Context: an optimization exercise on an open-source flow, tuned for small area, a short achievable clock period and few clock cycles. The choices shown serve that exercise and are no tape-out recipe.
RTL that was checked went through simulation tests only; none was proved equivalent to the original.
Only the layout flow was run in runs 3 to 7; the RTL was not checked for function there.
Power and IR drop assume default switching activity.

==> flow/design.v <==
module circle_draw(xc,yc,rad,x,y,color,color_disp,CLK50,clearn,plot,wr,ready);
	input [7:0] xc;
	input [6:0] yc;
	input [5:0] rad;
	input CLK50,clearn,plot;
	input [2:0] color;
	output [7:0] x;
	output [6:0] y;
	output [2:0] color_disp;
	output wr;
	output ready;
	function [8:0] add8;
		input [7:0] p, q;
		input ci;
		integer i;
		reg c;
		begin
			c = ci;
			for (i = 0; i < 8; i = i + 1) begin
				add8[i] = p[i] ^ q[i] ^ c;
				c = (p[i] & q[i]) | (c & (p[i] ^ q[i]));
			end
			add8[8] = c;
		end
	endfunction
	localparam IDLE = 2'b00, CLR = 2'b01, SET = 2'b10, DRW = 2'b11;
	reg [1:0] m;
	reg [7:0] xo;
	reg [6:0] yo;
	reg [2:0] col;
	reg [5:0] a, bm;
	reg [7:0] e;
	reg [2:0] ph;
	reg n1, n2, c3, c4;
	reg h, sd;
	reg qx1, qx2;
	wire big = (rad == 6'd0) | (&rad[5:2]);
	wire [5:0] r = big ? 6'd59 : rad;
	wire [8:0] radm = add8({2'b0, rad}, 8'hff, 1'b0);
	wire [5:0] rm = big ? 6'd58 : radm[5:0];      
	wire a0 = (a == 6'd0);
	wire dec = ~e[7] | (&e[6:1]);
	wire [8:0] dd = add8({2'b0, a}, {2'b11, ~bm}, 1'b0);
	wire done = (~dd[7] & (dd[1] | dd[0])) | (&bm);
	wire [5:0] xs = ph[2] ? bm : a;
	wire [5:0] ys = ph[2] ? a : bm;
	wire xneg = ph[1];
	wire yneg = ph[0];
	wire [8:0] gxs = {xc, 1'b1} + {{2{xneg}}, xs ^ {6{xneg}}, xneg ^ ph[2]};
	wire [7:0] gys = {yc, 1'b1} + {yneg, ys ^ {6{yneg}}, yneg ^ ~ph[2]};
	wire [7:0] gx = gxs[8:1];
	wire [6:0] gy = gys[7:1];
	wire [7:0] mask = {c4 & ~a0, c4, c3 & ~a0, c3, {2{~n2 & ~a0}}, {2{~n1}}};
	reg [2:0] nxt;
	reg more;
	integer k;
	always @(*) begin
		nxt = 3'd0;
		more = 1'b0;
		for (k = 7; k >= 0; k = k - 1)
			if (k > ph && mask[k]) begin
				nxt = k;
				more = 1'b1;
			end
	end
	wire set1 = qx1 & (xo == 8'd159);
	wire set2 = qx2 & (xo == 8'd0);
	wire xv = ~(xc[7] & (xc[6] | xc[5]));
	wire [7:0] q = {~xc[7:5] + 3'd5, ~xc[4:0]};    
	wire [8:0] qmb = add8(q, {2'b11, ~bm}, 1'b0);
	wire [8:0] xmb = add8(xc, {2'b11, ~bm}, 1'b0);
	wire v3 = ~xv | qmb[8];
	wire v4 = ~xv | xmb[8];
	wire [8:0] ai = add8({2'b0, a}, 8'd0, 1'b1);
	wire [8:0] bd = add8({2'b0, bm}, 8'hff, 1'b0);
	wire [7:0] eop = h ? (sd ? {1'b1, ~bm, 1'b1} : 8'd2) : {1'b0, a, 1'b1};
	wire [8:0] ens = {e, 1'b1} + {eop, h & sd};
	wire [7:0] en = ens[8:1];
	wire lfb = ~(yo[6] ^ yo[5]);
	wire clr_end = ({yo, xo} == 15'h4000);
	always @(posedge CLK50 or negedge clearn)
	begin
		if (!clearn) begin
			m <= CLR;
			xo <= 8'd0;
			yo <= 7'd0;
			col <= 3'd0;
		end else begin
			case (m)
			CLR: begin
				if (clr_end) m <= IDLE;
			end
			IDLE: begin
				if (plot) m <= SET;
			end
			SET: m <= DRW;
			default: if (done) m <= IDLE;
			endcase
			if (m == CLR) begin
				xo <= {xo[6:0], lfb};
				yo <= {yo[5:0], xo[7]};
				col <= 3'd0;
			end else begin
				xo <= gx;
				yo <= gy;
				col <= color;
			end
		end
	end
	always @(posedge CLK50)
	begin
		c3 <= v3;
		c4 <= v4;
		if (m == IDLE) begin
			a <= 6'd0;
			bm <= rm;
			e <= {2'b11, ~r};
			ph <= 3'd0;
			n1 <= 1'b0;
			n2 <= 1'b0;
			h <= 1'b0;
			qx1 <= 1'b0;
			qx2 <= 1'b0;
		end else begin
			h <= ~more;
			qx1 <= (ph[2:1] == 2'd0);
			qx2 <= (ph[2:1] == 2'd1) | ((ph[2:1] == 2'd0) & a0);
			sd <= dec;
			if (h | ~more) e <= en;
			if (set1) n1 <= 1'b1;
			if (set2) n2 <= 1'b1;
			if (more)
				ph <= nxt;
			else begin
				ph <= n1 ? 3'd2 : 3'd0;
				a <= ai[5:0];
				if (dec) bm <= bd[5:0];
			end
		end
	end
	assign x = xo;
	assign y = yo;
	assign color_disp = col;
	assign wr = m[0];
	assign ready = ~m[1] & ~m[0];
endmodule
==> flow/flow/run.sh <==
#!/bin/bash
# Standard synthesis, then the standard layout with plain buf_1 cells as the
# port buffers (the default pick is a slow delay buffer). Tool output goes
# to the logs below; each ORFS step also keeps its own log in orfs/logs.
set -euo pipefail
bash standard.sh synth > flow_synth.log 2>&1
bash standard.sh BUFFER_PORTS_ARGS="-buffer_cell sky130_fd_sc_hd__buf_1" finish > flow_layout.log 2>&1
==> flow/standard.sh <==
#!/bin/bash
# synth_recipe.tcl (not shown) runs the flow's synth.tcl, then flattens the netlist and writes it again
# the make line also repeats each setting of config.mk as NAME=value (left out here)
make -C /OpenROAD-flow-scripts/flow DESIGN_CONFIG=/design/flow/config.mk WORK_HOME=/design/flow/orfs CLKGATE_MAP_FILE= SYNTH_SCRIPT=/design/flow/synth_recipe.tcl "${@:-finish}"
==> flow/config.mk <==
export PLATFORM = sky130hd
export DESIGN_NAME = circle_draw
export DESIGN_NICKNAME = circle_draw
export VERILOG_FILES = /design/flow/design.v
export SDC_FILE = /design/flow/constraint.sdc
export NUM_CORES = 4
export LEC_CHECK = 0
export CAP_MARGIN = 20
export CORE_MARGIN = 2
export CORE_UTILIZATION = 40
export CTS_CLUSTER_DIAMETER = 300
export CTS_CLUSTER_SIZE = 60
export PLACE_DENSITY = 0.6
export SETUP_SLACK_MARGIN = 4.3
export SLEW_MARGIN = 20
==> flow/constraint.sdc <==
create_clock -name core_clock -period 7.0 [get_ports {CLK50}]
set_input_delay 1.4000 -clock core_clock [delete_from_list [all_inputs] [get_ports {CLK50}]]
set_output_delay 1.4000 -clock core_clock [all_outputs]
set_load 0.01 [all_outputs]
==> flow_summary.json, run 1 <==
{
  "finalMaxSlewViolations": 0,
  "synth_top_cell_by_area": "ha_1",
  "n_antenna_cell": 0,
  "hold_end": "n2",
  "synth_top_family_by_area": "adder cells",
  "synthFlopType": "dfrtp_1",
  "max_slew.worst_pin.slew_ns": 0.967,
  "dp.cells": 602,
  "synth_area_um2": 3990,
  "critPathCaptureType": "output port",
  "synth_compound_area_frac": 0.150,
  "p_total_mw": 2.04,
  "start_util": 0.410,
  "slew_headroom": 0.355,
  "drc_errors": 0,
  "ant_nets": 0,
  "cts.sinks": 51,
  "post-route-period-util": 0.376,
  "yosysSeqAreaShare": 0.314,
  "synth-simple-area-share": 0.171,
  "synth_area_leaders": "ha_1 18%, dfrtp_1 12%, edfxtp_1 9.8%",
  "wl_met2_mm": 4.71,
  "synth-xor-area-share": 0.0768,
  "cts_tree": "yes",
  "die-area_um2": 10800,
  "top_layer_used": "met4",
  "fp-row-count": 36,
  "place.gp.congestion": 0.890,
  "crit_fanout": 4,
  "synth_warnings": 1,
  "fin_setup_tns_ns": 0,
  "htree_levels": 2,
  "yosysMostFrequentCell": "ha_1",
  "r2r_cells": 10,
  "die_w_um": 104,
  "drt-total-wl_mm": 9.69,
  "fp.dieH_um": 104,
  "synth_cell_types": 62,
  "grt_overflow_total": 0,
  "clock_path_buffers": 2,
  "post-route-min-period_ns": 2.63,
  "worstPathRequired_ns": 5.60,
  "status": "timing/DRC/antenna clean",
  "synthCells": 438,
  "io_pins": 47,
  "hp-class": "reg -> reg",
  "grt_max_degree": 31,
  "insertion_delay_ns": 0.32,
  "ys_seq_elements": 51,
  "r2r-start": "bm[0]",
  "grt_pass1_wl_mm": 16.0,
  "coreArea_um2": 9730,
  "wl_per_cell_um": 15.7,
  "finalSetupViolCount": 0,
  "grt_pass1_vias": 3320,
  "portBuffers": 46,
  "root_buffer": "clkbuf_8",
  "antenna_found_initial": 0,
  "dr.pass1.iters": 5,
  "drt-met1-wl_mm": 4.43,
  "cts_buffers": 5,
  "final.setup_skew_ns": 0.00783,
  "p_leak_nw": 1.96,
  "whs_path_depth": 2,
  "finish.utilization": 0.460,
  "synth-adder-area-share": 0.191,
  "synth_common_cells": "56 x ha_1, 41 x nor2_1, 35 x a21oi_1",
  "via_per_inst": 5.32,
  "area_growth_pct": 12.1,
  "finalHoldViolCount": 0,
  "worstSetupPathType": "reg -> out",
  "num-fill-cells": 1009,
  "track_usage": 0.184,
  "dpl.hpwl_mm": 7.42,
  "routed-via-count": 3273,
  "maxCapViolCount": 0,
  "worstReg2RegEnd": "yo[6]",
  "timing.hold.ws_ns": 0.488,
  "cp.arrival_ns": 1.23,
  "seqCellArea_um2": 1260,
  "dr_wl_met3_um": 383,
  "drtIter0Drc": 174,
  "rsz0062_at_grt": "yes",
  "min-delay-start": "qx2",
  "syn_nets": 524,
  "synth-edff-count": 13,
  "synth.area.mux_share": 0.0455,
  "yosysTopAreaCellShare": 0.176,
  "multi_input_area_um2": 2590,
  "rrSetupSlack_ns": 4.47,
  "critPathLaunchType": "flop",
  "irDropWorstVdd_mv": 0.216,
  "ctsHoldBuffers": 0,
  "max_freq_mhz": 380,
  "stdcell_count": 615,
  "async_flop_share": 0.392,
  "p_per_area_nw_per_um2": 457,
  "avgSynthCellArea_um2": 9.11,
  "final_nets": 567,
  "drive_gt1_frac": 0.0975,
  "path_clk_slew_ns": 0.10
}
## final cells by class
cell class,count,area share
inverter,37,0.0338
clock buffer,5,0.0154
tap,133,0.0372
multi-input combinational,335,0.578
clock inverter,3,0.00476
sequential,51,0.282
timing repair inverter,1,0.00196
timing repair buffer,50,0.0464
## flip-flops by register name (all words and copies together) (netlist names)
register and cells:
a 6, bm 6, c3 1, c4 1
col 3, e 8, h 1, m 2
n1 1, n2 1, ph 3, qx1 1
qx2 1, sd 1, xo 8, yo 7
## layout by cell type (no fill, tap or decap), types with 13 or more instances in the layout
cell type  Yosys  layout
ha_1          56      54
buf_1          2      42
nor2_1        41      41
inv_1         34      33
a21oi_1       35      32
xnor2_1       25      25
dfrtp_1       19      19
mux2i_1       17      17
dfxtp_1       18      15
o21ai_1       14      13
nand2_1       13      13
edfxtp_1      13      13
## logic make-up after synthesis
group / count (synthesis)
fa+ha+maj: 59
xor+xnor: 35
mux: 18
flops: 51
buf+inv: 52
compound gates: 95
simple gates: 128
## worst max-delay path by stage
stage                      from    end  slack, ns  cells after the start
after global routing      xc[0]  xo[7]       4.26                     10
final                      m[0]  ready       4.37                      3
after global placement    xc[0]  xo[7]       3.98                     10
after detailed placement  yc[0]  yo[6]       3.95                      9
after floorplan           yc[0]  yo[6]       4.23                      8
after CTS                  m[1]  ready       4.30                      3
## metrics by stage
| stage | cell area, um2 | setup slack, ns |
|---|---|---|
| finish | 4470 | 4.37 |
| global placement | 4300 | 3.98 |
| CTS | 4420 | 4.30 |
| global route | 4470 | 4.26 |
| detailed placement | 4300 | 3.95 |
| floorplan | 4030 | 4.23 |
## routing by layer
layer | global-route usage | vias up
li1 | - | 1632
met1 | 0.237 | 1542
met2 | 0.320 | 82
met3 | 0.0288 | 17
met4 | 0.0502 | 0
met5 | 0 | -
## power breakdown
| part | total (mW) | switching (mW) | internal (mW) |
|---|---|---|---|
| registers | 0.609 | 0.155 | 0.454 |
| clock network | 0.185 | 0.113 | 0.0725 |
| logic | 1.25 | 0.666 | 0.584 |
## critical path: stages, from the launching register on
cell      delay (ns)
dfstp_2         0.56
or2_4           0.17
clkinv_8        0.05
buf_2           0.14
## what timing repair did
item / 4_1_cts / 5_1_grt
gates resized for setup: 9 / 11
buffers inserted: 2 / 2
pin swaps: 1 / 4
cloned: 0 / 1
endpoints found under the setup margin: 28 / 21
hold endpoints to repair: 0 / 0
Testbench counts, summed over its fixed seeds: cycles 78,871.
==> run 2, diff against run 1 <==
==> flow/config.mk (replaced) <==
export PLATFORM = sky130hd
export DESIGN_NAME = circle_draw
export DESIGN_NICKNAME = circle_draw
export VERILOG_FILES = /design/flow/design.v
export SDC_FILE = /design/flow/constraint.sdc
export NUM_CORES = 4
export LEC_CHECK = 0
export CAP_MARGIN = 5
export CORE_MARGIN = 2
export CORE_UTILIZATION = 40
export PLACE_DENSITY = 0.6
export SETUP_SLACK_MARGIN = 4.3
export SLEW_MARGIN = 5
==> flow_summary.json, run 2 <==
{
  "status": "timing/DRC/antenna clean",
  "grt_pass1_vias": 3320,
  "cp.arrival_ns": 2.81,
  "post-route-min-period_ns": 2.63,
  "drive_gt1_frac": 0.0954,
  "routed-via-count": 3272,
  "drt-total-wl_mm": 9.66,
  "cts.sinks": 51,
  "final_common_cell": "ha_1",
  "placed_area_um2": 4300,
  "fin_area_um2": 4470,
  "async_flop_share": 0.392,
  "critPathTopFamily": "compound AO/OA/AOI/OAI gates",
  "grt_pass1_wl_mm": 16.0,
  "cts_buffers": 5,
  "syn_nets": 524,
  "path_cells": "buf_1 -> inv_2 -> fa_2 -> nor2b_2 -> o21ai_2 -> a21oi_2 -> o21ai_1 -> a21oi_1 -> xnor2_1 -> a21oi_1",
  "finalMaxSlewViolations": 0,
  "synth_area_leaders": "ha_1 18%, dfrtp_1 12%, edfxtp_1 9.8%",
  "die-area_um2": 10800,
  "insertion_delay_ns": 0.32,
  "yosysMostFrequentCell": "ha_1",
  "synth_cell_types": 62,
  "p_total_mw": 2.04,
  "fp-row-count": 36,
  "track_usage": 0.184,
  "synth-xor-area-share": 0.0768,
  "synth_warnings": 1,
  "htree_levels": 2,
  "maxCapViolCount": 0,
  "root_buffer": "clkbuf_8",
  "drtIter0Drc": 149,
  "synth_compound_area_frac": 0.150,
  "finish.utilization": 0.460,
  "path_clk_slew_ns": 0.11,
  "grt_overflow_total": 0,
  "n_antenna_cell": 0,
  "slew_headroom": 0.288,
  "dr.pass1.iters": 5,
  "p_leak_nw": 1.96,
  "avgSynthCellArea_um2": 9.11,
  "stdcell_count": 615,
  "p_per_area_nw_per_um2": 457,
  "coreArea_um2": 9730,
  "critPathLaunchType": "input port",
  "worstSetupPathType": "in -> reg",
  "synth-edff-count": 13,
  "crit_fanout": 3,
  "rsz0062_at_grt": "yes",
  "die_w_um": 104,
  "ctsHoldBuffers": 0,
  "irDropWorstVdd_mv": 0.217,
  "clock_path_buffers": 2,
  "path_buf_inv": 2,
  "synthFlopType": "dfrtp_1",
  "worstPathRequired_ns": 7.18,
  "synth-simple-area-share": 0.171,
  "critPathCaptureType": "flop",
  "crit_path_frequent_cell": "a21oi_1",
  "final_cell_mix": "54 x ha_1, 43 x buf_1, 41 x nor2_1",
  "ant_nets": 0,
  "wl_per_cell_um": 15.7,
  "yosysSeqAreaShare": 0.314,
  "synth.area.mux_share": 0.0455,
  "fin_setup_tns_ns": 0,
  "dpl.hpwl_mm": 7.42,
  "via_per_inst": 5.32,
  "final_nets": 567,
  "start_util": 0.410,
  "drc_errors": 0,
  "antenna_found_initial": 0,
  "finalHoldViolCount": 0,
  "finalSetupViolCount": 0,
  "ys_seq_elements": 51,
  "max_slew.worst_pin.slew_ns": 1.07,
  "max_stage_delay_ns": 0.36,
  "largestRegisters": "e: 8 flops, xo: 8 flops, yo: 7 flops",
  "io_pins": 47,
  "synth_top_family_by_area": "adder cells",
  "dp.cells": 602,
  "final.setup_skew_ns": 0.0104,
  "place.gp.congestion": 0.890,
  "post-route-period-util": 0.376,
  "synth_area_um2": 3990,
  "area_growth_pct": 12.1,
  "synth_top_cell_by_area": "ha_1",
  "cts_tree": "yes",
  "crit_slowest_cell": "fa_2",
  "portBuffers": 46,
  "max_freq_mhz": 380,
  "yosysTopAreaCellShare": 0.176,
  "fp.dieH_um": 104,
  "synth-adder-area-share": 0.191,
  "synth_common_cells": "56 x ha_1, 41 x nor2_1, 35 x a21oi_1",
  "synthCells": 438,
  "hp-class": "reg -> reg",
  "grt_max_degree": 31
}
run 2: worst paths after layout:
kind                       slack (ns)      to  depth (start not counted)    from
min in group asynchronous        1.24  col[1]                          1  clearn
max reg2reg                      4.49   yo[6]                         10   bm[0]
min                              0.49      n2                          2     qx2
min reg2reg                      0.49      n2                          2     qx2
max in group asynchronous        5.12   xo[2]                          1  clearn
max                              4.37   xo[7]                         10   xc[0]
run 2: report_power, final:
| group | leakage [nW] | switching, mW | internal, mW |
|---|---|---|---|
| clock network | 0.0494 | 0.112 | 0.0725 |
| registers | 0.500 | 0.155 | 0.454 |
| logic | 1.41 | 0.667 | 0.584 |
| total | 1.96 | 0.934 | 1.11 |
run 2: cells by family after synthesis:
logic type               Yosys count
AND/OR/NAND/NOR                  128
multiplexers                      18
XOR/XNOR                          35
AO/OA/AOI/OAI                     95
buffers and inverters             52
flip-flops                        51
adder cells (fa/ha/maj)           59
run 2: final cells by class:
class	instances	area [um2]
tap	133	166
clock buffer	5	68.8
timing repair inverter	1	8.76
inverter	37	151
multi-input combinational	335	2590
clock inverter	3	21.3
fill	1006	5260
timing repair buffer	50	206
sequential	51	1260
run 2: timing repair:
item | in CTS | in global routing
gates cloned | 0 | 1
setup endpoints to repair | 28 | 21
buffers inserted | 2 | 2
pin swaps | 1 | 4
resized for setup | 9 | 11
run 2: layer usage:
metal / vias up / routed length [um] / track usage
li1: 1637 / - / -
met1: 1530 / 4450 / 0.237
met2: 93 / 4670 / 0.320
met3: 12 / 404 / 0.0288
met4: 0 / 133 / 0.0502
met5: - / 0 / 0
run 2: tightest hold or removal path, stage by stage (launching register included):
cell and delay (ns):
dfxtp_1 0.32, a21oi_1 0.06, nor2_1 0.08
run 2: per-stage QoR:
step | hold WS [ns] | worst slack (ns)
CTS | 0.491 | 4.30
global placement | 0.443 | 3.98
floorplan | 0.432 | 4.23
detailed placement | 0.461 | 3.95
global route | 0.545 | 4.26
finish | 0.489 | 4.37
==> run 3, diff against run 2 <==
--- a/flow/design.v
+++ b/flow/design.v
@@ -28,6 +28,7 @@
 	reg [7:0] xo;
 	reg [6:0] yo;
 	reg [2:0] col;
+	reg rdy;
 	reg [5:0] a, bm;
 	reg [7:0] e;
 	reg [2:0] ph;
@@ -82,19 +83,29 @@
 	begin
 		if (!clearn) begin
 			m <= CLR;
+			rdy <= 1'b0;
 			xo <= 8'd0;
 			yo <= 7'd0;
 			col <= 3'd0;
 		end else begin
 			case (m)
 			CLR: begin
-				if (clr_end) m <= IDLE;
+				if (clr_end) begin
+					m <= IDLE;
+					rdy <= 1'b1;
+				end
 			end
 			IDLE: begin
-				if (plot) m <= SET;
+				if (plot) begin
+					m <= SET;
+					rdy <= 1'b0;
+				end
 			end
 			SET: m <= DRW;
-			default: if (done) m <= IDLE;
+			default: if (done) begin
+				m <= IDLE;
+				rdy <= 1'b1;
+			end
 			endcase
 			if (m == CLR) begin
 				xo <= {xo[6:0], lfb};
@@ -142,5 +153,5 @@
 	assign y = yo;
 	assign color_disp = col;
 	assign wr = m[0];
-	assign ready = ~m[1] & ~m[0];
+	assign ready = rdy;
 endmodule
--- a/flow/config.mk
+++ b/flow/config.mk
@@ -5,9 +5,9 @@
 export SDC_FILE = /design/flow/constraint.sdc
 export NUM_CORES = 4
 export LEC_CHECK = 0
-export CAP_MARGIN = 5
+export CAP_MARGIN = 20
 export CORE_MARGIN = 2
 export CORE_UTILIZATION = 40
 export PLACE_DENSITY = 0.6
 export SETUP_SLACK_MARGIN = 4.3
-export SLEW_MARGIN = 5
+export SLEW_MARGIN = 20
==> flow_summary.json, run 3 <==
{
  "cts_buffers": 5,
  "wl_per_cell_um": 15.6,
  "fp.dieH_um": 106,
  "synth-edff-count": 13,
  "antenna_found_initial": 0,
  "drc_errors": 0,
  "drt-total-wl_mm": 10.0,
  "worstPathRequired_ns": 7.23,
  "coreArea_um2": 10200,
  "area_growth_pct": 12.7,
  "finish.utilization": 0.461,
  "synthFlopType": "dfrtp_1",
  "synth_top_cell_by_area": "ha_1",
  "final_cell_mix": "56 x ha_1, 43 x buf_1, 41 x inv_1",
  "cts.sinks": 52,
  "ant_nets": 0,
  "dr.pass1.iters": 5,
  "synth_cell_types": 66,
  "crit_start": "yc[0]",
  "place.gp.congestion": 0.859,
  "finalMaxSlewViolations": 0,
  "rsz0062_at_grt": "no",
  "final_common_cell": "ha_1",
  "critPathLaunchType": "input port",
  "die_w_um": 106,
  "slew_headroom": 0.321,
  "synth_warnings": 1,
  "post-route-period-util": 0.375,
  "post-route-min-period_ns": 2.62,
  "crit_fanout": 2,
  "portBuffers": 46,
  "final.setup_skew_ns": 0.0109,
  "irDropWorstVdd_mv": 0.210,
  "root_buffer": "clkbuf_8",
  "worstSetupPathType": "in -> reg",
  "ys_seq_elements": 52,
  "yosysSeqAreaShare": 0.305,
  "grt_pass1_wl_mm": 16.4,
  "cp.arrival_ns": 2.85,
  "cts_tree": "yes",
  "clock_path_buffers": 2,
  "insertion_delay_ns": 0.31,
  "placed_area_um2": 4460,
  "critPathCaptureType": "flop",
  "drtIter0Drc": 240,
  "fin_area_um2": 4720,
  "grt_pass1_vias": 3280,
  "fin_setup_tns_ns": 0,
  "routed-via-count": 3412,
  "finalSetupViolCount": 0,
  "io_pins": 47,
  "avgSynthCellArea_um2": 9.18,
  "status": "timing/DRC/antenna clean",
  "max_slew.worst_pin.slew_ns": 1.02,
  "p_per_area_nw_per_um2": 517,
  "synth_common_cells": "56 x ha_1, 43 x inv_1, 40 x nor2_1",
  "final_nets": 591,
  "synth_area_leaders": "ha_1 17%, dfrtp_1 12%, edfxtp_1 9.3%",
  "n_antenna_cell": 0,
  "critPathCapture": "yo[5]",
  "min-delay-start": "qx2",
  "synth_area_um2": 4190,
  "yosysTopAreaCellShare": 0.167,
  "p_leak_nw": 2.06,
  "r2r_cells": 9,
  "dpl.hpwl_mm": 7.72,
  "rrSetupSlack_ns": 4.47,
  "fp-row-count": 37,
  "async_flop_share": 0.404,
  "htree_levels": 2,
  "yosysMostFrequentCell": "ha_1",
  "max_freq_mhz": 381,
  "drive_gt1_frac": 0.113,
  "synthCells": 456,
  "grt_max_degree": 33,
  "die-area_um2": 11300,
  "largestRegisters": "e: 8 flops, xo: 8 flops, yo: 7 flops",
  "maxCapViolCount": 0,
  "finalHoldViolCount": 0,
  "start_util": 0.409,
  "via_per_inst": 5.31,
  "worstReg2RegEnd": "e[7]",
  "syn_nets": 542,
  "r2r-start": "sd",
  "path_clk_slew_ns": 0.10,
  "grt_overflow_total": 0,
  "track_usage": 0.182,
  "hp-class": "reg -> reg"
}
## run 3: cell types whose count changed in the layout (fill, tap and decap cells not counted), sizes merged, moves of 3 or more
cell	previous run	this run
nor3	8	11
o21a	2	7
inv	40	43
nand2b	7	3
nand2	13	19
a21boi	0	3
buf	48	54
o22ai	4	9
nor2b	12	8
o31ai	2	5
nand3	10	6
a21oi	35	32
## run 3: how the worst min path moves through the flow
stage	end	slack, ns	cells after the start
finish	n2	0.49	2
global route	ph[1]	0.59	2
CTS	n2	0.51	2
detailed placement	n2	0.47	2
global placement	n2	0.45	2
floorplan	n2	0.43	2
## run 3: cell type report
class / instances / area [um2]
multi-input cells: 346 / 2710
clock inverters: 2 / 38.8
inverters: 43 / 161
clock buffers: 6 / 82.6
flip-flops and latches: 52 / 1290
repair buffers: 57 / 265
fillers: 1009 / 5520
well taps: 136 / 170
## run 3: metrics by stage
| step | power (mW) | hold slack, ns | cells | setup WS, ns |
|---|---|---|---|---|
| after detailed placement | 2.14 | 0.468 | 624 | 3.65 |
| after global placement | 2.10 | 0.453 | 624 | 3.83 |
| after global routing | 2.67 | 0.587 | 642 | 4.30 |
| final | 2.44 | 0.492 | 642 | 4.38 |
| after floorplan | 1.80 | 0.433 | 456 | 4.26 |
| after CTS | 2.38 | 0.509 | 634 | 4.31 |
## run 3: metal layers
| layer | wire [um] | GRT usage |
|---|---|---|
| met5 | 0 | 0 |
| met4 | 107 | 0.0442 |
| met3 | 283 | 0.0227 |
| met2 | 4760 | 0.304 |
| met1 | 4880 | 0.251 |
## run 3: critical path: stages
cell	delay, ns
buf_1	0.10
inv_1	0.07
fa_2	0.40
nor2b_1	0.11
o21ai_0	0.11
a21oi_1	0.24
o21ai_1	0.11
nor4b_2	0.16
nor3_1	0.14
## run 3: where the power goes
part           leakage (nW)  total (mW)  internal (mW)  switching (mW)
Combinational          1.49        1.56          0.725           0.831
Sequential            0.505       0.660          0.484           0.176
Clock                0.0614       0.223          0.117           0.106
## run 3: kinds of logic after synthesis
kind of cell,after synthesis,share of synthesized area
fa+ha+maj,59,0.182
mux,18,0.0442
buf+inv,58,0.0589
xor+xnor,33,0.0691
simple gates,126,0.164
compound gates,110,0.177
flops,52,0.305
## run 3: timing repair
| action | CTS | global route |
|---|---|---|
| pin swaps | 1 | 10 |
| endpoints found under the setup margin | 30 | 26 |
| hold buffers | 0 | 0 |
| buffers inserted | 2 | 8 |
| resized for setup | 5 | 17 |
==> run 4, diff against run 3 <==
--- a/flow/design.v
+++ b/flow/design.v
@@ -28,6 +28,8 @@
 	reg [7:0] xo;
 	reg [6:0] yo;
 	reg [2:0] col;
+	reg [7:0] xcr;
+	reg [6:0] ycr;
 	reg rdy;
 	reg [5:0] a, bm;
 	reg [7:0] e;
@@ -47,8 +49,8 @@
 	wire [5:0] ys = ph[2] ? a : bm;
 	wire xneg = ph[1];
 	wire yneg = ph[0];
-	wire [8:0] gxs = {xc, 1'b1} + {{2{xneg}}, xs ^ {6{xneg}}, xneg ^ ph[2]};
-	wire [7:0] gys = {yc, 1'b1} + {yneg, ys ^ {6{yneg}}, yneg ^ ~ph[2]};
+	wire [8:0] gxs = {xcr, 1'b1} + {{2{xneg}}, xs ^ {6{xneg}}, xneg ^ ph[2]};
+	wire [7:0] gys = {ycr, 1'b1} + {yneg, ys ^ {6{yneg}}, yneg ^ ~ph[2]};
 	wire [7:0] gx = gxs[8:1];
 	wire [6:0] gy = gys[7:1];
 	wire [7:0] mask = {c4 & ~a0, c4, c3 & ~a0, c3, {2{~n2 & ~a0}}, {2{~n1}}};
@@ -66,10 +68,10 @@
 	end
 	wire set1 = qx1 & (xo == 8'd159);
 	wire set2 = qx2 & (xo == 8'd0);
-	wire xv = ~(xc[7] & (xc[6] | xc[5]));
-	wire [7:0] q = {~xc[7:5] + 3'd5, ~xc[4:0]};    
+	wire xv = ~(xcr[7] & (xcr[6] | xcr[5]));
+	wire [7:0] q = {~xcr[7:5] + 3'd5, ~xcr[4:0]};    
 	wire [8:0] qmb = add8(q, {2'b11, ~bm}, 1'b0);
-	wire [8:0] xmb = add8(xc, {2'b11, ~bm}, 1'b0);
+	wire [8:0] xmb = add8(xcr, {2'b11, ~bm}, 1'b0);
 	wire v3 = ~xv | qmb[8];
 	wire v4 = ~xv | xmb[8];
 	wire [8:0] ai = add8({2'b0, a}, 8'd0, 1'b1);
@@ -120,6 +122,8 @@
 	end
 	always @(posedge CLK50)
 	begin
+		xcr <= xc;
+		ycr <= yc;
 		c3 <= v3;
 		c4 <= v4;
 		if (m == IDLE) begin
--- a/flow/config.mk
+++ b/flow/config.mk
@@ -9,5 +9,5 @@
 export CORE_MARGIN = 2
 export CORE_UTILIZATION = 40
 export PLACE_DENSITY = 0.6
-export SETUP_SLACK_MARGIN = 4.3
+export SETUP_SLACK_MARGIN = 4.5
 export SLEW_MARGIN = 20
==> flow_summary.json, run 4 <==
{
  "final.setup_skew_ns": 0.0118,
  "die-area_um2": 12000,
  "die_w_um": 110,
  "synth_area_leaders": "ha_1 16%, dfxtp_1 15%, dfrtp_1 11%",
  "cts_tree": "yes",
  "final_cell_mix": "52 x ha_1, 42 x nor2_1, 42 x buf_1",
  "via_per_inst": 5.32,
  "drt-total-wl_mm": 10.9,
  "drtIter0Drc": 207,
  "path_clk_slew_ns": 0.08,
  "track_usage": 0.190,
  "n_antenna_cell": 0,
  "hp-class": "reg -> reg",
  "io_pins": 47,
  "irDropWorstVdd_mv": 0.202,
  "cts_buffers": 9,
  "fin_setup_tns_ns": 0,
  "min-delay-start": "qx2",
  "timing.hold.ws_ns": 0.474,
  "dr.pass1.iters": 4,
  "cts.sinks": 67,
  "ctsHoldBuffers": 0,
  "synth-edff-count": 13,
  "synth_cell_types": 72,
  "grt_overflow_total": 0,
  "worstPathRequired_ns": 7.20,
  "synth_warnings": 1,
  "root_buffer": "clkbuf_8",
  "critPathLaunchType": "flop",
  "crit_fanout": 8,
  "p_per_area_nw_per_um2": 484,
  "dpl.hpwl_mm": 7.76,
  "antenna_found_initial": 0,
  "whs_path_depth": 2,
  "yosysMostFrequentCell": "ha_1",
  "start_util": 0.411,
  "grt_max_degree": 32,
  "status": "timing/DRC/antenna clean",
  "area_growth_pct": 17.7,
  "max_freq_mhz": 407,
  "synthCells": 471,
  "ant_nets": 0,
  "r2r_cells": 10,
  "worstReg2RegEnd": "yo[6]",
  "final_common_cell": "ha_1",
  "hold_end": "n2",
  "synth_area_um2": 4470,
  "finalHoldViolCount": 0,
  "critPathCaptureType": "flop",
  "p_leak_nw": 2.26,
  "grt_pass1_wl_mm": 17.5,
  "async_flop_share": 0.313,
  "synth_top_cell_by_area": "ha_1",
  "syn_nets": 557,
  "clock_path_buffers": 2,
  "wl_per_cell_um": 15.9,
  "yosysSeqAreaShare": 0.353,
  "fp-row-count": 38,
  "grt_pass1_vias": 3591,
  "rrSetupSlack_ns": 4.55,
  "post-route-min-period_ns": 2.45,
  "coreArea_um2": 10900,
  "rsz0062_at_grt": "yes",
  "final_nets": 622,
  "slew_headroom": 0.326,
  "fp.dieH_um": 110,
  "max_slew.worst_pin.slew_ns": 1.01,
  "worstSetupPathType": "reg -> reg",
  "r2r-start": "ph[2]",
  "cp.arrival_ns": 2.66,
  "largestRegisters": "e: 8 flops, xcr: 8 flops, xo: 8 flops",
  "insertion_delay_ns": 0.36,
  "place.gp.congestion": 0.873,
  "avgSynthCellArea_um2": 9.50,
  "synthFlopType": "dfxtp_1",
  "drive_gt1_frac": 0.163,
  "ys_seq_elements": 67,
  "maxCapViolCount": 0,
  "yosysTopAreaCellShare": 0.157,
  "post-route-period-util": 0.351,
  "routed-via-count": 3624,
  "finalSetupViolCount": 0,
  "finalMaxSlewViolations": 0,
  "drc_errors": 0,
  "portBuffers": 46,
  "htree_levels": 3,
  "synth_common_cells": "56 x ha_1, 42 x nor2_1, 39 x inv_1"
}
-- run 4: layout make-up --
| type | count | area (um2) |
|---|---|---|
| clock buffers | 9 | 124 |
| repair buffers | 70 | 370 |
| fillers | 1034 | 5620 |
| multi-input cells | 348 | 2790 |
| clock inverters | 7 | 45.0 |
| inverters | 40 | 171 |
| well taps | 140 | 175 |
| flip-flops and latches | 67 | 1590 |
-- run 4: cells by family after synthesis --
family                     synth area share
AOI/OAI and AO/OA                     0.166
xor gates and xnor gates             0.0646
adders and majority gates             0.170
buffers and inverters                0.0531
DFF                                   0.353
muxes                                0.0405
and+or+nand+nor                       0.153
-- run 4: through the flow --
| stage | power, mW | cell area, um2 | setup slack [ns] | utilization | instances |
|---|---|---|---|---|---|
| finish | 2.55 | 5270 | 4.55 | 0.484 | 681 |
| detailed placement | 2.10 | 4820 | 3.51 | 0.442 | 642 |
| CTS | 2.44 | 5090 | 4.52 | 0.467 | 666 |
| global route | 2.78 | 5270 | 4.44 | 0.484 | 681 |
| floorplan | 1.77 | 4550 | 4.50 | - | 471 |
| global placement | 2.07 | 4820 | 3.70 | 0.442 | 642 |
-- run 4: what timing repair did --
action / 4_1_cts / 5_1_grt
resized for setup: 12 / 20
setup buffers: 8 / 15
pin swaps: 1 / 13
endpoints found under the setup margin: 42 / 21
-- run 4: power by group --
part	switching, mW	internal, mW	leakage [nW]
registers	0.148	0.575	0.638
logic	0.847	0.697	1.54
clock network	0.155	0.126	0.0787
total	1.15	1.40	2.26
-- run 4: routing by layer --
layer  up-vias  GRT usage  part of all wire
li1       1817          -                 -
met1      1726      0.251              0.47
met2        75      0.306              0.49
met3         6     0.0391             0.036
met4         0     0.0678            0.0078
met5         -          0                 0
-- run 4: how the worst max path moves through the flow --
stage / depth (start not counted) / slack [ns] / endpoint / from
floorplan: 7 / 4.50 / bm[5] / rad[1]
global placement: 7 / 3.70 / e[2] / ph[2]
detailed placement: 7 / 3.51 / e[0] / ph[2]
CTS: 9 / 4.52 / e[7] / bm[2]
global route: 9 / 4.44 / e[5] / ph[2]
finish: 10 / 4.55 / yo[6] / ph[2]
-- run 4: critical path, cell delays in order (launching register included) --
cell     delay, ns
dfxtp_4       0.43
buf_4         0.14
buf_4         0.10
mux2i_1       0.32
xnor2_1       0.18
ha_1          0.29
nand2_1       0.09
o22ai_2       0.10
o41ai_2       0.38
xnor2_1       0.18
a21oi_1       0.09
==> run 5, diff against run 4 <==
--- a/flow/config.mk
+++ b/flow/config.mk
@@ -9,5 +9,5 @@
 export CORE_MARGIN = 2
 export CORE_UTILIZATION = 40
 export PLACE_DENSITY = 0.6
-export SETUP_SLACK_MARGIN = 4.5
+export SETUP_SLACK_MARGIN = 4.7
 export SLEW_MARGIN = 20
==> flow_summary.json, run 5 <==
{
  "io_pins": 47,
  "wl_per_cell_um": 15.9,
  "ant_nets": 0,
  "synth-simple-area-share": 0.153,
  "critPathCaptureType": "output port",
  "worstSetupPathType": "reg -> out",
  "drive_gt1_frac": 0.290,
  "drc_errors": 0,
  "ctsHoldBuffers": 0,
  "fin_ws_ns": 4.58,
  "synth_warnings": 1,
  "place.gp.congestion": 0.864,
  "synth_area_leaders": "ha_1 16%, dfxtp_1 15%, dfrtp_1 11%",
  "finalMaxSlewViolations": 0,
  "irDropWorstVdd_mv": 0.268,
  "p_per_area_nw_per_um2": 498,
  "worstPathRequired_ns": 5.60,
  "final_nets": 653,
  "finalHoldViolCount": 0,
  "pre_cts_slack_ns": 3.59,
  "yosysMostFrequentCell": "ha_1",
  "rsz0062_at_grt": "yes",
  "area_growth_pct": 28.9,
  "portBuffers": 46,
  "critPathCapture": "wr",
  "avgSynthCellArea_um2": 9.50,
  "final.setup_skew_ns": 0.0116,
  "n_antenna_cell": 0,
  "synth-adder-area-share": 0.170,
  "htree_levels": 3,
  "drt-total-wl_mm": 11.3,
  "cts_buffers": 9,
  "coreArea_um2": 10900,
  "fp.dieH_um": 110,
  "dr.pass1.iters": 5,
  "critPathLaunchType": "flop",
  "r2r_cells": 11,
  "synth_common_cells": "56 x ha_1, 42 x nor2_1, 39 x inv_1",
  "async_flop_share": 0.313,
  "cp.arrival_ns": 1.02,
  "crit_start": "m[0]",
  "drtIter0Drc": 203,
  "max_freq_mhz": 412,
  "synthFlopType": "dfxtp_1",
  "synth-edff-count": 13,
  "cts.sinks": 67,
  "final_cell_mix": "49 x ha_1, 49 x buf_4, 39 x nor2_1",
  "maxCapViolCount": 0,
  "hp-class": "reg -> reg",
  "synth-xor-area-share": 0.0646,
  "cts_tree": "yes",
  "start_util": 0.411,
  "synth_top_family_by_area": "adder cells",
  "ys_seq_elements": 67,
  "die_w_um": 110,
  "synthCells": 471,
  "r2r-start": "ph[2]",
  "clock_path_buffers": 2,
  "track_usage": 0.196,
  "via_per_inst": 5.33,
  "max_slew.worst_pin.slew_ns": 1.02,
  "yosysTopAreaCellShare": 0.157,
  "post-route-min-period_ns": 2.42,
  "dpl.hpwl_mm": 7.89,
  "crit_slowest_cell": "dfstp_2",
  "synth_compound_area_frac": 0.166,
  "synth.area.mux_share": 0.0405,
  "grt_pass1_vias": 3597,
  "rrSetupSlack_ns": 4.64,
  "synth_cell_types": 72,
  "path_cells": "buf_6",
  "timing.hold.ws_ns": 0.477,
  "grt_max_degree": 32,
  "slew_headroom": 0.317,
  "worstReg2RegEnd": "yo[5]",
  "post-route-period-util": 0.346,
  "status": "timing/DRC/antenna clean",
  "fp-row-count": 38,
  "path_clk_slew_ns": 0.08,
  "grt_pass1_wl_mm": 17.8,
  "fin_setup_tns_ns": 0,
  "critPathTopFamily": "flip-flops",
  "die-area_um2": 12000,
  "crit_fanout": 2,
  "finalSetupViolCount": 0,
  "crit_cells": 1,
  "syn_nets": 557,
  "insertion_delay_ns": 0.36,
  "path_buf_inv": 1,
  "root_buffer": "clkbuf_8",
  "routed-via-count": 3793,
  "yosysSeqAreaShare": 0.353,
  "grt_overflow_total": 0,
  "p_total_mw": 2.87,
  "p_leak_nw": 2.53,
  "synth_area_um2": 4470,
  "max_stage_delay_ns": 0.56,
  "antenna_found_initial": 0,
  "fin_area_um2": 5770,
  "placed_area_um2": 4840,
  "largestRegisters": "e: 8 flops, xcr: 8 flops, xo: 8 flops",
  "synth_top_cell_by_area": "ha_1"
}
==> run 5: cell count changes in the layout (fill, tap and decap cells not counted), moves of 6 or more <==
cell	delta
clkbuf_2	+6
buf_4	+26
buf_2	+11
buf_1	-22
buf_6	+10
==> run 5: logic make-up after synthesis <==
family | Yosys count
AOI/OAI and AO/OA | 107
xor gates and xnor gates | 33
adders and majority gates | 59
buffers and inverters | 56
DFF | 67
muxes | 18
and+or+nand+nor | 131
==> run 5: timing repair <==
item,CTS,global route
buffers inserted,35,19
gates resized for setup,53,47
endpoints found under the hold margin,0,0
pin swaps,17,13
endpoints found under the setup margin,68,59
cloned,0,0
==> run 5: worst min path at each step <==
| stage | endpoint | from | cells after the start |
|---|---|---|---|
| 6_report | n2 | qx2 | 2 |
| 5_1_grt | n2 | qx2 | 2 |
| 4_1_cts | n2 | qx2 | 2 |
| 3_5_place_dp | n2 | qx2 | 2 |
| 3_3_place_gp | n2 | qx2 | 2 |
| 2_1_floorplan | n2 | qx2 | 2 |
==> run 5: worst register-to-register path: cells and delay by family, from the launching register on <==
family | cells | cell delay (ns)
and+or+nand+nor | 3 | 0.52
DFF | 1 | 0.40
AOI/OAI and AO/OA | 3 | 0.38
adders and majority gates | 1 | 0.35
muxes | 1 | 0.24
buffers and inverters | 2 | 0.21
xor gates and xnor gates | 1 | 0.15
==> run 5: layer usage <==
metal,vias up,GRT usage,share of wire
met4,0,0.0606,0.017
li1,1874,-,-
met3,15,0.0421,0.046
met1,1809,0.246,0.44
met2,95,0.336,0.49
met5,-,0,0
==> run 5: cell type report <==
type	count	area, um2
clock inverters	6	71.3
well taps	140	175
flip-flops and latches	67	1600
clock buffers	10	149
fillers	995	5120
inverters	40	171
multi-input cells	348	2940
repair buffers	101	668
==> run 5: per-stage QoR <==
step	util	cells
finish	0.530	712
global route	0.530	712
CTS	0.501	693
detailed placement	0.445	642
global placement	0.445	642
floorplan	-	471
==> run 5: where the power goes <==
group / internal, mW / switching (mW)
sequential: 0.576 / 0.138
clock: 0.188 / 0.160
combinational: 0.885 / 0.928
total: 1.65 / 1.23
==> run 6, diff against run 5 <==
--- a/flow/design.v
+++ b/flow/design.v
@@ -28,19 +28,14 @@
 	reg [7:0] xo;
 	reg [6:0] yo;
 	reg [2:0] col;
-	reg [7:0] xcr;
-	reg [6:0] ycr;
-	reg rdy;
 	reg [5:0] a, bm;
 	reg [7:0] e;
 	reg [2:0] ph;
 	reg n1, n2, c3, c4;
 	reg h, sd;
 	reg qx1, qx2;
-	wire big = (rad == 6'd0) | (&rad[5:2]);
-	wire [5:0] r = big ? 6'd59 : rad;
-	wire [8:0] radm = add8({2'b0, rad}, 8'hff, 1'b0);
-	wire [5:0] rm = big ? 6'd58 : radm[5:0];      
+	wire [5:0] r = (rad == 6'd0 || &rad[5:2]) ? 6'd59 : rad;
+	wire st = (m == SET);
 	wire a0 = (a == 6'd0);
 	wire dec = ~e[7] | (&e[6:1]);
 	wire [8:0] dd = add8({2'b0, a}, {2'b11, ~bm}, 1'b0);
@@ -49,8 +44,8 @@
 	wire [5:0] ys = ph[2] ? a : bm;
 	wire xneg = ph[1];
 	wire yneg = ph[0];
-	wire [8:0] gxs = {xcr, 1'b1} + {{2{xneg}}, xs ^ {6{xneg}}, xneg ^ ph[2]};
-	wire [7:0] gys = {ycr, 1'b1} + {yneg, ys ^ {6{yneg}}, yneg ^ ~ph[2]};
+	wire [8:0] gxs = {xc, 1'b1} + {{2{xneg}}, xs ^ {6{xneg}}, xneg ^ ph[2]};
+	wire [7:0] gys = {yc, 1'b1} + {yneg, ys ^ {6{yneg}}, yneg ^ (~ph[2] & ~st)};
 	wire [7:0] gx = gxs[8:1];
 	wire [6:0] gy = gys[7:1];
 	wire [7:0] mask = {c4 & ~a0, c4, c3 & ~a0, c3, {2{~n2 & ~a0}}, {2{~n1}}};
@@ -68,10 +63,10 @@
 	end
 	wire set1 = qx1 & (xo == 8'd159);
 	wire set2 = qx2 & (xo == 8'd0);
-	wire xv = ~(xcr[7] & (xcr[6] | xcr[5]));
-	wire [7:0] q = {~xcr[7:5] + 3'd5, ~xcr[4:0]};    
-	wire [8:0] qmb = add8(q, {2'b11, ~bm}, 1'b0);
-	wire [8:0] xmb = add8(xcr, {2'b11, ~bm}, 1'b0);
+	wire xv = ~(xc[7] & (xc[6] | xc[5]));
+	wire [7:0] q = {~xc[7:5] + 3'd5, ~xc[4:0]};    
+	wire [8:0] qmb = add8(q, {2'b11, ~bm}, st);
+	wire [8:0] xmb = add8(xc, {2'b11, ~bm}, st);
 	wire v3 = ~xv | qmb[8];
 	wire v4 = ~xv | xmb[8];
 	wire [8:0] ai = add8({2'b0, a}, 8'd0, 1'b1);
@@ -85,29 +80,19 @@
 	begin
 		if (!clearn) begin
 			m <= CLR;
-			rdy <= 1'b0;
 			xo <= 8'd0;
 			yo <= 7'd0;
 			col <= 3'd0;
 		end else begin
 			case (m)
 			CLR: begin
-				if (clr_end) begin
-					m <= IDLE;
-					rdy <= 1'b1;
-				end
+				if (clr_end) m <= IDLE;
 			end
 			IDLE: begin
-				if (plot) begin
-					m <= SET;
-					rdy <= 1'b0;
-				end
+				if (plot) m <= SET;
 			end
 			SET: m <= DRW;
-			default: if (done) begin
-				m <= IDLE;
-				rdy <= 1'b1;
-			end
+			default: if (done) m <= IDLE;
 			endcase
 			if (m == CLR) begin
 				xo <= {xo[6:0], lfb};
@@ -122,13 +107,11 @@
 	end
 	always @(posedge CLK50)
 	begin
-		xcr <= xc;
-		ycr <= yc;
 		c3 <= v3;
 		c4 <= v4;
 		if (m == IDLE) begin
 			a <= 6'd0;
-			bm <= rm;
+			bm <= r;
 			e <= {2'b11, ~r};
 			ph <= 3'd0;
 			n1 <= 1'b0;
@@ -144,6 +127,7 @@
 			if (h | ~more) e <= en;
 			if (set1) n1 <= 1'b1;
 			if (set2) n2 <= 1'b1;
+			if (st) bm <= bd[5:0];
 			if (more)
 				ph <= nxt;
 			else begin
@@ -157,5 +141,5 @@
 	assign y = yo;
 	assign color_disp = col;
 	assign wr = m[0];
-	assign ready = rdy;
+	assign ready = ~m[1] & ~m[0];
 endmodule
--- a/flow/config.mk
+++ b/flow/config.mk
@@ -9,5 +9,5 @@
 export CORE_MARGIN = 2
 export CORE_UTILIZATION = 40
 export PLACE_DENSITY = 0.6
-export SETUP_SLACK_MARGIN = 4.7
+export SETUP_SLACK_MARGIN = 4.3
 export SLEW_MARGIN = 20
==> flow_summary.json, run 6 <==
{
  "yosysSeqAreaShare": 0.279,
  "dpl.hpwl_mm": 8.00,
  "synth_area_um2": 4270,
  "drc_errors": 0,
  "finalMaxSlewViolations": 0,
  "track_usage": 0.189,
  "grt_max_degree": 31,
  "drive_gt1_frac": 0.119,
  "root_buffer": "clkbuf_8",
  "syn_nets": 562,
  "whs_path_depth": 2,
  "ant_nets": 0,
  "fp-row-count": 37,
  "hp-class": "reg -> reg",
  "worstSetupPathType": "in -> reg",
  "n_antenna_cell": 0,
  "async_flop_share": 0.392,
  "die-area_um2": 11500,
  "num-fill-cells": 1028,
  "final_nets": 610,
  "fin_setup_tns_ns": 0,
  "wl_per_cell_um": 15.9,
  "start_util": 0.414,
  "insertion_delay_ns": 0.31,
  "r2r-start": "h",
  "cts.sinks": 51,
  "synth_top_family_by_area": "compound AO/OA/AOI/OAI gates",
  "routed-via-count": 3644,
  "synthFlopType": "dfxtp_1",
  "p_leak_nw": 2.14,
  "grt_overflow_total": 0,
  "max_freq_mhz": 373,
  "crit_fanout": 3,
  "clock_path_buffers": 2,
  "area_growth_pct": 12.6,
  "status": "timing/DRC/antenna clean",
  "clkPwrFrac": 0.086,
  "p_int_mw": 1.31,
  "grt_pass1_vias": 3508,
  "io_pins": 47,
  "critPathLaunchType": "input port",
  "rsz0062_at_grt": "yes",
  "finalSetupViolCount": 0,
  "critPathCaptureType": "flop",
  "die_w_um": 107,
  "share_comb_of_total_power": 0.655,
  "ys_seq_elements": 51,
  "avgSynthCellArea_um2": 8.91,
  "synth_area_leaders": "ha_1 16%, dfxtp_1 11%, dfrtp_1 11%",
  "synth_common_cells": "53 x ha_1, 42 x a21oi_1, 42 x nor2_1",
  "synth_warnings": 1,
  "cts_tree": "yes",
  "dr.pass1.iters": 4,
  "synthCells": 479,
  "max_slew.worst_pin.slew_ns": 0.997,
  "portBuffers": 46,
  "hold_end": "n2",
  "post-route-period-util": 0.383,
  "post-route-min-period_ns": 2.68,
  "p_sw_mw": 1.16,
  "path_clk_slew_ns": 0.10,
  "synth_cell_types": 77,
  "synth.area.mux_share": 0.0504,
  "synth_compound_area_frac": 0.208,
  "yosysMostFrequentCell": "ha_1",
  "synth-simple-area-share": 0.169,
  "htree_levels": 2,
  "antenna_found_initial": 0,
  "rrSetupSlack_ns": 4.44,
  "coreArea_um2": 10300,
  "final.setup_skew_ns": 0.00871,
  "final_common_cell": "ha_1",
  "irDropWorstVdd_mv": 0.202,
  "final_cell_mix": "53 x ha_1, 43 x buf_1, 41 x a21oi_1, 41 x nor2_1, 39 x inv_1",
  "synth-edff-count": 7,
  "p_per_area_nw_per_um2": 513,
  "p_sw_frac": 0.469,
  "multi_input_area_um2": 2850,
  "yosysTopAreaCellShare": 0.155,
  "min-delay-start": "qx2",
  "seqCellArea_um2": 1200,
  "r2r_cells": 9,
  "finalHoldViolCount": 0,
  "via_per_inst": 5.49,
  "seq_power_share": 0.260,
  "drtIter0Drc": 204,
  "worstPathRequired_ns": 7.19,
  "place.gp.congestion": 0.885,
  "worstReg2RegEnd": "e[6]",
  "largestRegisters": "e: 8 flops, xo: 8 flops, yo: 7 flops",
  "synth_top_cell_by_area": "ha_1",
  "slew_headroom": 0.335,
  "timing.hold.ws_ns": 0.469,
  "cts_buffers": 5,
  "synth-xor-area-share": 0.0595,
  "cp.arrival_ns": 2.86,
  "maxCapViolCount": 0,
  "fp.dieH_um": 107,
  "drt-total-wl_mm": 10.5,
  "synth-adder-area-share": 0.169,
  "grt_pass1_wl_mm": 17.2
}
==> run 6: cell types whose count changed in the layout (fill, tap and decap cells not counted), moves of 7 or more <==
cell      previous run  this run
buf_4               49        12
buf_1               20        43
a21oi_1             23        41
buf_2               13         1
buf_6               10         1
nand2_1             19        27
clkbuf_2             8         1
==> run 6: kinds of logic after synthesis <==
| kind of cell | count (synthesis) |
|---|---|
| AOI/OAI and AO/OA | 124 |
| xor gates and xnor gates | 29 |
| adders and majority gates | 56 |
| buffers and inverters | 61 |
| DFF | 51 |
| muxes | 20 |
| and+or+nand+nor | 138 |
==> run 6: repair_timing <==
action,4_1_cts,5_1_grt
resized for setup,21,6
hold buffers,0,0
pin swaps,1,4
cloned,1,0
endpoints found under the setup margin,26,8
buffers inserted,4,7
==> run 6: worst max-delay path: stages <==
cell and delay [ns]:
buf_2 0.12, ha_1 0.29, a21o_1 0.19, a21oi_1 0.22, o21ai_0 0.15, a31o_2 0.28, nand4b_1 0.10, o211ai_1 0.11
==> run 6: how the worst max path moves through the flow <==
stage	startpoint	end	slack [ns]	depth (start not counted)
after detailed placement	ph[2]	xo[7]	3.86	10
after floorplan	rad[1]	e[4]	4.18	4
after global placement	ph[2]	xo[7]	3.94	10
after global routing	xc[1]	xo[5]	4.22	8
after CTS	m[0]	ready	4.28	4
final	xc[0]	xo[6]	4.32	8
==> run 6: layout make-up <==
type	instances	area share
multi-input combinational	367	0.593
sequential	51	0.250
timing repair buffer	59	0.0609
inverter	42	0.0362
tap	136	0.0354
clock buffer	5	0.0143
clock inverter	3	0.00807
timing repair inverter	1	0.00182
==> run 6: stage by stage <==
stage / cell area (um2) / setup slack, ns / total power [mW] / utilization / std cells
floorplan: 4300 / 4.18 / 1.88 / - / 479
CTS: 4740 / 4.28 / 2.45 / 0.459 / 657
detailed placement: 4530 / 3.86 / 2.20 / 0.439 / 644
finish: 4810 / 4.32 / 2.47 / 0.466 / 664
global route: 4810 / 4.22 / 2.71 / 0.466 / 664
global placement: 4530 / 3.94 / 2.18 / 0.439 / 644
==> run 6: power groups by stage <==
stage                     clock network [mW]  logic, mW  registers [mW]
after global placement                     0       1.54           0.647
final                                  0.211       1.61           0.640
after CTS                              0.216       1.59           0.638
after detailed placement                   0       1.55           0.650
after global routing                   0.225       1.82           0.664
after floorplan                            0       1.31           0.572
==> run 6: metal layers <==
| layer | share of wire | vias to the layer above | global-route usage | wire (um) |
|---|---|---|---|---|
| met5 | 0 | - | 0 | 0 |
| met3 | 0.042 | 8 | 0.0260 | 444 |
| met4 | 0.011 | 0 | 0.0455 | 112 |
| met1 | 0.48 | 1746 | 0.258 | 5020 |
| met2 | 0.47 | 77 | 0.315 | 4970 |
| li1 | - | 1813 | - | - |
==> run 7, diff against run 6 <==
--- a/flow/design.v
+++ b/flow/design.v
@@ -34,8 +34,11 @@
 	reg n1, n2, c3, c4;
 	reg h, sd;
 	reg qx1, qx2;
-	wire [5:0] r = (rad == 6'd0 || &rad[5:2]) ? 6'd59 : rad;
-	wire st = (m == SET);
+	reg [2:0] pph;
+	wire big = (rad == 6'd0) | (&rad[5:2]);
+	wire [5:0] r = big ? 6'd59 : rad;
+	wire [8:0] radm = add8({2'b0, rad}, 8'hff, 1'b0);
+	wire [5:0] rm = big ? 6'd58 : radm[5:0];      
 	wire a0 = (a == 6'd0);
 	wire dec = ~e[7] | (&e[6:1]);
 	wire [8:0] dd = add8({2'b0, a}, {2'b11, ~bm}, 1'b0);
@@ -45,10 +48,13 @@
 	wire xneg = ph[1];
 	wire yneg = ph[0];
 	wire [8:0] gxs = {xc, 1'b1} + {{2{xneg}}, xs ^ {6{xneg}}, xneg ^ ph[2]};
-	wire [7:0] gys = {yc, 1'b1} + {yneg, ys ^ {6{yneg}}, yneg ^ (~ph[2] & ~st)};
+	wire [7:0] gys = {yc, 1'b1} + {yneg, ys ^ {6{yneg}}, yneg ^ ~ph[2]};
 	wire [7:0] gx = gxs[8:1];
 	wire [6:0] gy = gys[7:1];
-	wire [7:0] mask = {c4 & ~a0, c4, c3 & ~a0, c3, {2{~n2 & ~a0}}, {2{~n1}}};
+	wire band = &yo[6:3];
+	wire [7:0] yskip = {band & (pph == 3'd5), band & (pph == 3'd4), 2'b00,
+	                    band & (pph == 3'd1), band & (pph == 3'd0), 2'b00};
+	wire [7:0] mask = {c4 & ~a0, c4, c3 & ~a0, c3, {2{~n2 & ~a0}}, {2{~n1}}} & ~yskip;
 	reg [2:0] nxt;
 	reg more;
 	integer k;
@@ -65,8 +71,8 @@
 	wire set2 = qx2 & (xo == 8'd0);
 	wire xv = ~(xc[7] & (xc[6] | xc[5]));
 	wire [7:0] q = {~xc[7:5] + 3'd5, ~xc[4:0]};    
-	wire [8:0] qmb = add8(q, {2'b11, ~bm}, st);
-	wire [8:0] xmb = add8(xc, {2'b11, ~bm}, st);
+	wire [8:0] qmb = add8(q, {2'b11, ~bm}, 1'b0);
+	wire [8:0] xmb = add8(xc, {2'b11, ~bm}, 1'b0);
 	wire v3 = ~xv | qmb[8];
 	wire v4 = ~xv | xmb[8];
 	wire [8:0] ai = add8({2'b0, a}, 8'd0, 1'b1);
@@ -111,7 +117,7 @@
 		c4 <= v4;
 		if (m == IDLE) begin
 			a <= 6'd0;
-			bm <= r;
+			bm <= rm;
 			e <= {2'b11, ~r};
 			ph <= 3'd0;
 			n1 <= 1'b0;
@@ -121,13 +127,13 @@
 			qx2 <= 1'b0;
 		end else begin
 			h <= ~more;
+			pph <= ph;
 			qx1 <= (ph[2:1] == 2'd0);
 			qx2 <= (ph[2:1] == 2'd1) | ((ph[2:1] == 2'd0) & a0);
 			sd <= dec;
 			if (h | ~more) e <= en;
 			if (set1) n1 <= 1'b1;
 			if (set2) n2 <= 1'b1;
-			if (st) bm <= bd[5:0];
 			if (more)
 				ph <= nxt;
 			else begin
==> flow_summary.json, run 7 <==
{
  "status": "timing/DRC/antenna clean",
  "cts.sinks": 54,
  "finalHoldViolCount": 0,
  "cp.arrival_ns": 2.82,
  "crit_fanout": 2,
  "placed_area_um2": 4510,
  "worstPathRequired_ns": 7.16,
  "fp.dieH_um": 107,
  "coreArea_um2": 10300,
  "syn_nets": 546,
  "fin_ws_ns": 4.34,
  "rsz0062_at_grt": "no",
  "grt_pass1_wl_mm": 16.7,
  "synthCells": 460,
  "hp-class": "reg -> reg",
  "whs_path_depth": 2,
  "synth_warnings": 1,
  "worstSetupPathType": "in -> reg",
  "ant_nets": 0,
  "rrSetupSlack_ns": 4.44,
  "r2r_cells": 8,
  "portBuffers": 46,
  "cts_buffers": 5,
  "p_total_mw": 2.35,
  "clock_path_buffers": 2,
  "final_common_cell": "ha_1",
  "synth-adder-area-share": 0.181,
  "dpl.hpwl_mm": 7.85,
  "pre_cts_slack_ns": 3.78,
  "worstReg2RegEnd": "e[7]",
  "synth_compound_area_frac": 0.174,
  "dp.cells": 627,
  "grt_pass1_vias": 3374,
  "drive_gt1_frac": 0.0966,
  "synth-simple-area-share": 0.168,
  "start_util": 0.410,
  "synthFlopType": "dfrtp_1",
  "final_cell_mix": "56 x ha_1, 43 x buf_1, 40 x nor2_1",
  "stdcell_count": 643,
  "place.gp.congestion": 0.859,
  "max_slew.worst_pin.slew_ns": 0.949,
  "yosysSeqAreaShare": 0.319,
  "drt-total-wl_mm": 10.1,
  "synth_area_um2": 4210,
  "synth_top_cell_by_area": "ha_1",
  "grt_max_degree": 30,
  "critPathCaptureType": "flop",
  "critPathLaunchType": "input port",
  "r2r-start": "a[1]",
  "finalMaxSlewViolations": 0,
  "yosysTopAreaCellShare": 0.166,
  "ys_seq_elements": 54,
  "synth_area_leaders": "ha_1 17%, edfxtp_1 11%, dfrtp_1 11%",
  "p_leak_nw": 2.04,
  "drc_errors": 0,
  "htree_levels": 2,
  "die_w_um": 107,
  "ctsHoldBuffers": 0,
  "io_pins": 47,
  "via_per_inst": 5.40,
  "synth_common_cells": "56 x ha_1, 40 x nor2_1, 36 x inv_1",
  "p_per_area_nw_per_um2": 496,
  "n_antenna_cell": 0,
  "synth-edff-count": 16,
  "post-route-min-period_ns": 2.66,
  "drtIter0Drc": 158,
  "synth.area.mux_share": 0.0431,
  "async_flop_share": 0.370,
  "grt_overflow_total": 0,
  "post-route-period-util": 0.380,
  "area_growth_pct": 12.5,
  "fin_area_um2": 4740,
  "final_nets": 592,
  "synth-xor-area-share": 0.0645,
  "min-delay-start": "qx2",
  "wl_per_cell_um": 15.7,
  "antenna_found_initial": 0,
  "final.setup_skew_ns": 0.00789,
  "slew_headroom": 0.368,
  "cts_tree": "yes",
  "synth_top_family_by_area": "adder cells",
  "avgSynthCellArea_um2": 9.16,
  "fin_setup_tns_ns": 0,
  "synth_cell_types": 66,
  "irDropWorstVdd_mv": 0.242,
  "die-area_um2": 11400,
  "maxCapViolCount": 0,
  "routed-via-count": 3471,
  "root_buffer": "clkbuf_8",
  "path_clk_slew_ns": 0.10,
  "max_freq_mhz": 376,
  "finalSetupViolCount": 0,
  "insertion_delay_ns": 0.31,
  "track_usage": 0.183,
  "yosysMostFrequentCell": "ha_1",
  "dr.pass1.iters": 4,
  "hold_end": "n2",
  "largestRegisters": "e: 8 flops, xo: 8 flops, yo: 7 flops",
  "fp-row-count": 37
}
-- run 7: worst max-delay path by stage --
stage	from	to
finish	yc[0]	yo[6]
global route	yc[0]	yo[6]
CTS	m[1]	ready
detailed placement	m[0]	ready
global placement	m[0]	ready
floorplan	yc[0]	yo[6]
-- run 7: worst max-delay path, cell delays in order --
cell	delay [ns]
buf_1	0.10
ha_1	0.30
a21o_1	0.19
a21oi_2	0.16
o22ai_2	0.10
o41ai_2	0.31
xnor2_1	0.18
a21oi_1	0.09
-- run 7: timing repair --
| item | CTS | global route |
|---|---|---|
| endpoints found under the hold margin | 0 | 0 |
| pin swaps | 2 | 8 |
| setup endpoints to repair | 29 | 26 |
| setup buffers | 1 | 6 |
| gates resized for setup | 11 | 10 |
| cloned | 1 | 0 |
-- run 7: routing by layer --
metal  global-route usage  wire (um)  up-vias
li1                     -          -     1743
met1                0.250       4820     1663
met2                0.312       4870       59
met3               0.0219        328        6
met4               0.0362         84        0
met5                    0          0        -
-- run 7: cells by family after synthesis --
group | after synthesis
AO/OA/AOI/OAI | 110
XOR/XNOR | 31
adder cells (fa/ha/maj) | 59
buffers and inverters | 56
flip-flops | 54
multiplexers | 18
AND/OR/NAND/NOR | 132
-- run 7: stage by stage --
| stage | hold slack, ns | utilization |
|---|---|---|
| after floorplan | 0.433 | - |
| after global placement | 0.444 | 0.439 |
| after detailed placement | 0.459 | 0.439 |
| after CTS | 0.483 | 0.453 |
| after global routing | 0.525 | 0.461 |
| final | 0.475 | 0.461 |
-- run 7: report_power, final --
part / internal [mW] / total (mW) / leakage, nW / switching (mW)
Combinational: 0.660 / 1.48 / 1.46 / 0.817
Clock: 0.0929 / 0.198 / 0.0539 / 0.105
Sequential: 0.507 / 0.677 / 0.531 / 0.169
-- run 7: cell type report --
type,count,area [um2]
fill,1049,5540
multi-input combinational,350,2710
sequential,54,1350
timing repair buffer,54,236
tap,136,170
inverter,40,159
clock buffer,7,97.6
clock inverter,1,6.26
timing repair inverter,1,6.26

==> afterwards: timing with drivers on the ports <==
No port has a modelled driver above. Below, the same layouts with a new extraction and two added sets of constraints. Step 1, drivers: a clkbuf_16 drives CLK50 and a buf_2 each remaining input, both assumed. Step 2 moves the port delays by t, midway between the first and last clock arrival at a register: inputs arrive t later, outputs are due t later. That takes back most of the time a late clock gives input paths. a / b / c = no drivers / after step 1 / after step 2; a / b = the first two.
run | t, ns | setup slack, ns | worst hold slack (ns) | latest minus earliest clock arrival (ns)
run 1 | 0.346 | 4.368 / 4.336 / 4.028 | 0.488 / 0.488 / 0.488 | 0.008 / 0.008
run 2 | 0.344 | 4.367 / 4.336 / 4.029 | 0.489 / 0.489 / 0.489 | 0.010 / 0.010
run 3 | 0.337 | 4.377 / 4.379 / 4.043 | 0.492 / 0.492 / 0.492 | 0.011 / 0.011
run 4 | 0.380 | 4.545 / 4.524 / 4.218 | 0.474 / 0.474 / 0.474 | 0.012 / 0.012
run 5 | 0.391 | 4.576 / 4.538 / 4.318 | 0.477 / 0.477 / 0.477 | 0.012 / 0.012
run 6 | 0.337 | 4.322 / 4.314 / 3.991 | 0.469 / 0.469 / 0.469 | 0.009 / 0.009
run 7 | 0.334 | 4.342 / 4.337 / 4.018 | 0.475 / 0.475 / 0.475 | 0.008 / 0.007
After both steps setup and hold are still met in every run listed. For run 1, which loses most, drivers alone change the setup slack by -0.032 ns; drivers and shift together by -0.340 ns.
